Context: an optimization exercise on an open-source flow, tuned for small area and a short achievable clock period. The choices shown serve that exercise and are no tape-out recipe.
No run shown here included a check of the RTL's function; only the layout flow was run.
Power and IR drop assume default switching activity.

==> flow/design.v, too long to show whole: its modules and the start of the top module <==
// module eq_streaming: 1029 lines
module eq_streaming #(
	parameter integer C_S_AXI_DATA_WIDTH = 32
)
(
    input aclk,
    input aresetn,
    input [C_S_AXI_DATA_WIDTH-1:0] D_READY,
    input [C_S_AXI_DATA_WIDTH-1:0] FFT_PTNS,
    input [C_S_AXI_DATA_WIDTH-1:0] FFT_BKTS,
    input [C_S_AXI_DATA_WIDTH-1:0] my_reg0,
    input [C_S_AXI_DATA_WIDTH-1:0] my_reg1,
    input [C_S_AXI_DATA_WIDTH-1:0] my_reg2,
    input [C_S_AXI_DATA_WIDTH-1:0] my_reg3,
    input [C_S_AXI_DATA_WIDTH-1:0] my_reg4,
    input [C_S_AXI_DATA_WIDTH-1:0] my_reg5,
    input [C_S_AXI_DATA_WIDTH-1:0] my_reg6,
    input [C_S_AXI_DATA_WIDTH-1:0] my_reg7,
    input [C_S_AXI_DATA_WIDTH-1:0] my_reg8,
    input [C_S_AXI_DATA_WIDTH-1:0] my_reg9,
    input [C_S_AXI_DATA_WIDTH-1:0] my_reg10,
    input [C_S_AXI_DATA_WIDTH-1:0] my_reg11,
    input [C_S_AXI_DATA_WIDTH-1:0] my_reg12,
    input [C_S_AXI_DATA_WIDTH-1:0] s_axis_data,
    output reg s_axis_ready,
    input s_axis_valid,
    output reg [C_S_AXI_DATA_WIDTH-1:0] m_axis_data,
    input m_axis_ready,
    output reg m_axis_valid
);
  // ...
==> flow/run.sh <==
#!/bin/bash
# synth_recipe.tcl (not shown) runs the flow's synth.tcl, then flattens the netlist and writes it again
# the make line also repeats each setting of config.mk as NAME=value (left out here)
make -C /OpenROAD-flow-scripts/flow DESIGN_CONFIG=/design/flow/config.mk WORK_HOME=/design/flow/orfs CLKGATE_MAP_FILE= SYNTH_SCRIPT=/design/flow/synth_recipe.tcl finish
==> flow/config.mk <==
export PLATFORM = sky130hd
export DESIGN_NAME = eq_streaming
export DESIGN_NICKNAME = eq_streaming
export VERILOG_FILES = /design/flow/design.v
export SDC_FILE = /design/flow/constraint.sdc
export NUM_CORES = 4
export LEC_CHECK = 0
export CAP_MARGIN = 20
export CORE_MARGIN = 2
export CORE_UTILIZATION = 45
export PLACE_DENSITY = 0.6
export SLEW_MARGIN = 20
==> flow/constraint.sdc <==
create_clock -name core_clock -period 10.0 [get_ports {aclk}]
set_input_delay 2.0000 -clock core_clock [delete_from_list [all_inputs] [get_ports {aclk}]]
set_output_delay 2.0000 -clock core_clock [all_outputs]
set_load 0.01 [all_outputs]
==> results.toml, run 1 <==
[sta]
slew_viol_final = 0
rsz0062_at_grt = "false"
worst_slew_pin_slew_ps = 1065

[place]
post-place-cells = 3034
port_buffers = 402

[power]
top_power_group = "combinational logic"
p_int_w = 0.003265
pg_seq_w = 0.00116
peakVddDrop_uv = 168.4

[global_route]
grt_util_met1_pct = 43.66
grt_util_met2_pct = 52.31
grt-ovfl-total = 0
grt_max_degree = 54

[hold_path]
hold_start = "v0"

[worst_setup_path]
path_delay_family = "adder cells"
cpMostUsedCell = "xnor2_1"
cp-startpoint = "im_x[3]"
cp-start-kind = "flip-flop"
cp.arrival_ps = 6550
rr_worst_depth = 16

[final_layout]
multi_input_cells = 1615
antenna_cells = 9
multi_input_area_share_pct = 57.48
seq_share_pct = 16.41
final-clk-cell-share_pct = 2.391
regArea_um2 = 4018

[synthesis]
synth_cell_types = 88
yosys.area_share.simple_pct = 11.08
postSynthAreaPerCell_um2 = 8.903

[cts]
cts_tree = "yes"
cts_buffer_depth = 2
clk_pin_slew_ps = 70
clock-sinks = 192

[routing]
wl_met2_um = 34210
met3WireLength_um = 8614
top_layer_used = "met5"

[die]
fp-row-count = 76

[outcome]
outcome = "complete, no violations"
==> run 2, diff against run 1 <==
--- a/flow/config.mk
+++ b/flow/config.mk
@@ -9,4 +9,5 @@
 export CORE_MARGIN = 2
 export CORE_UTILIZATION = 45
 export PLACE_DENSITY = 0.6
+export SETUP_SLACK_MARGIN = 5
 export SLEW_MARGIN = 20
==> run 2 against run 1 <==
  * Largest cell class unchanged
  * Clock skew decreased by 3.4 ps
  * Count of clock-buffer cells in the layout rose by 5
  * Critical endpoint is now re_q23_1
  * Hold slack worse by 6.0 ps
  * First-iteration DRC count increased by 1.5%
  * Register-to-register slack gained 1300 ps
  * Sequential power is essentially flat
  * Utilization is 0.38 points higher
  * Clock power decreased by 2%
  * Wire length grew 0.15%
  * Die area unchanged
==> results.toml, run 2 <==
[cts]
htree_levels = 4
cts_tree = "yes"
cts_root_buf = "clkbuf_16"
clk_pin_slew_ps = 70
cts_setup_buffers = 0
cts_buffers = 17
clock-sinks = 192
clk_latency_ps = 490
cts_buffer_depth = 2

[die]
initial_utilization_pct = 45.64
die_w_um = 213.2
core_um2 = 43170
dieArea_um2 = 45470
die_h_um = 213.2
ioPinCount = 582
fp-row-count = 76

[place]
place_congestion = 0.9452
port_buffers = 402
dp_hpwl_um = 58410
post_dp_cell_area_um2 = 23880

[final_layout]
fin_area_um2 = 24650
layout-drive-gt1-share_pct = 5.274
nFillCells = 4018
regArea_um2 = 4030
multiInputGateArea_um2 = 14160
final_cell_mix = "clkdlybuf4s50_1, a22oi_1, xnor2_1"
layout_commonest_cell = "clkdlybuf4s50_1"
largest_register = "m_axis_data"
final_util_pct = 57.10
fin_nets = 3292
largest_register_ffs = 32
top_regs = "m_axis_data x32, g x24, rem x17"
syn_to_final_growth_pct = 25.12

[sta]
setup_viol = 0
skew_ps = 11.85
min_period_ps = 4854
slew_viol_final = 0
holdWs_ps = 433.9
worst_slew_pin_slew_ps = 1159
min_period_over_period_pct = 48.54
rsz0062_at_grt = "true"
relSlewSlack_pct = 22.60
fin_tns_setup_ps = 0
fmax_ghz = 0.2060
hold_viol_final = 0

[synthesis]
synthFlopType = "dfxtp_1"
synth_cell_types = 88
synth_top_family_by_area = "adder cells"
synthAdderAreaFrac_pct = 24.14
muxShareOfSynthArea_pct = 1.003
ys_seq_area_share_pct = 20.37
yosys.area_share.simple_pct = 11.08
synth_most_common_cell = "a22oi_1"
syn_area_um2 = 19700
syn_nets = 3032
synth_xor_area_share_pct = 14.00
synth-seq-cells = 192
ys_top_cells_by_area = "fa_1, dfxtp_1, xnor2_1"
yosys.area.top_type_share_pct = 18.49
synth_cells = 2213
synth_warnings = 1
synth_edf_count = 17
ys_top_cells_by_count = "a22oi_1, xnor2_1, nand2_1, inv_1, fa_1"
async_flop_share_pct = 0
synth-compound-area-share_pct = 21.11
yosysTopAreaCell = "fa_1"
postSynthAreaPerCell_um2 = 8.903

[power]
p_sw_w = 0.002724
switching_share_pct = 45.59
pwr-share-clk_pct = 11.6
p_leak_nw = 9.481
p_seq_share_pct = 19.4
p_per_area_nw_per_um2 = 242.4
peakVddDrop_uv = 137.2
p_int_w = 0.003252
p_comb_share_pct = 69.0
total_power_w = 0.005976

[routing]
first_iter_violations = 1774
vias = 18031
wl_per_cell_um = 24.63
drcViolationCount = 0
wl_um = 75740
ant_nets = 0
firstDrtPassIters = 6
avgViaCountPerCell = 5.864

[worst_setup_path]
required_ps = 10420
worstPathMaxFanout = 20
cp-start-kind = "flip-flop"
cp.arrival_ps = 5270
rrSetupSlack_ps = 5150
end_kind = "flip-flop"
criticalPathCategory = "flip-flop to flip-flop"

[global_route]
grt_use_total_pct = 33.14
antenna_found_initial = 9
grt-ovfl-total = 0
grt_pass1_wl_um = 109700
grt_max_degree = 54
grt_pass1_vias = 17582

[outcome]
outcome = "complete, no violations"

[hold_path]
hp-class = "flip-flop to flip-flop"

[job]
cap_violations = 0
run 2: cell families after synthesis:
group,count (synthesis)
adder cells (fa/ha/maj),271
multiplexers,18
buffers and inverters,406
AO/OA/AOI/OAI,573
XOR/XNOR,315
AND/OR/NAND/NOR,438
flip-flops,192
run 2: metal layers:
layer | share of wire [%] | GRT usage (%) | vias up
met5 | 0.015 | 0 | -
met4 | 2.8 | 12.02 | 2
met3 | 13 | 14.88 | 104
met2 | 45 | 50.66 | 959
met1 | 40 | 41.15 | 8776
li1 | - | - | 8190
run 2: what timing repair did:
action / 4_1_cts / 5_1_grt
hold buffers: 0 / 0
pin swaps: 0 / 1
gates resized for setup: 24 / 17
endpoints found under the setup margin: 33 / 4
run 2: worst paths after layout:
path | startpoint | cells past startpoint | to
worst min register to register | v0 | 1 | v1
worst max register to register | re_x[3] | 17 | re_q23_1
worst min-delay path | v0 | 1 | v1
worst max-delay path | re_x[3] | 17 | re_q23_1
run 2: area by class of cell:
type | instances | share of cell area [%]
diodes | 6 | 0.06090
clock buffers | 24 | 2.081
clock inverters | 6 | 0.2893
inverters | 208 | 3.228
multi-input cells | 1615 | 57.46
flip-flops and latches | 192 | 16.35
well taps | 585 | 2.969
repair buffers | 439 | 17.57
run 2: per-stage QoR:
stage	worst slack, ps	instances
final	5146	3075
after global placement	4054	3037
after CTS	5020	3067
after global routing	4956	3072
after detailed placement	4013	3037
after floorplan	5031	2213
run 2: worst max-delay path, stage by stage, from the launching register on:
cell and delay, ps:
dfxtp_4 510, inv_4 190, ha_1 330, buf_4 290
a22oi_1 150, xnor2_1 200, fa_1 550, inv_1 70
fa_1 400, inv_1 90, fa_1 450, fa_1 460
xor2_1 170, xnor2_1 200, xnor2_1 170, xnor2_1 120
xnor2_1 270, xnor2_1 150
run 2: power groups by stage:
stage	registers [W]	clock network [W]	logic (W)
3_5_place_dp	0.00117	0	0.00411
3_3_place_gp	0.00117	0	0.00404
5_1_grt	0.00117	0.000737	0.00476
4_1_cts	0.00116	0.000713	0.00416
2_1_floorplan	0.00110	0	0.00293
6_report	0.00116	0.000692	0.00413

==> afterwards: timing with drivers on the ports <==
Ports are ideal in the flow. The routed layouts listed here were re-timed in OpenROAD.
Step 1, drivers: a clkbuf_16 drives aclk and a buf_2 each remaining input, both assumed.
Step 2 moves the port delays by t, midway between the first and last clock arrival at a register: inputs arrive t later, outputs are due t later. That takes back most of the time a late clock gives input paths.
Slacks: ideal / step 1 / step 2; pairs: ideal / step 1.
run	t, ns	setup WS [ns]	worst setup path at the end	worst data-port slew with drivers (ns)	cell pins on the clock port's net
run 1	0.554	3.832 / 3.832 / 3.832	register to register	0.20	1
run 2	0.544	5.146 / 5.146 / 5.146	register to register	0.18	1
After both steps every run listed still meets setup and hold.
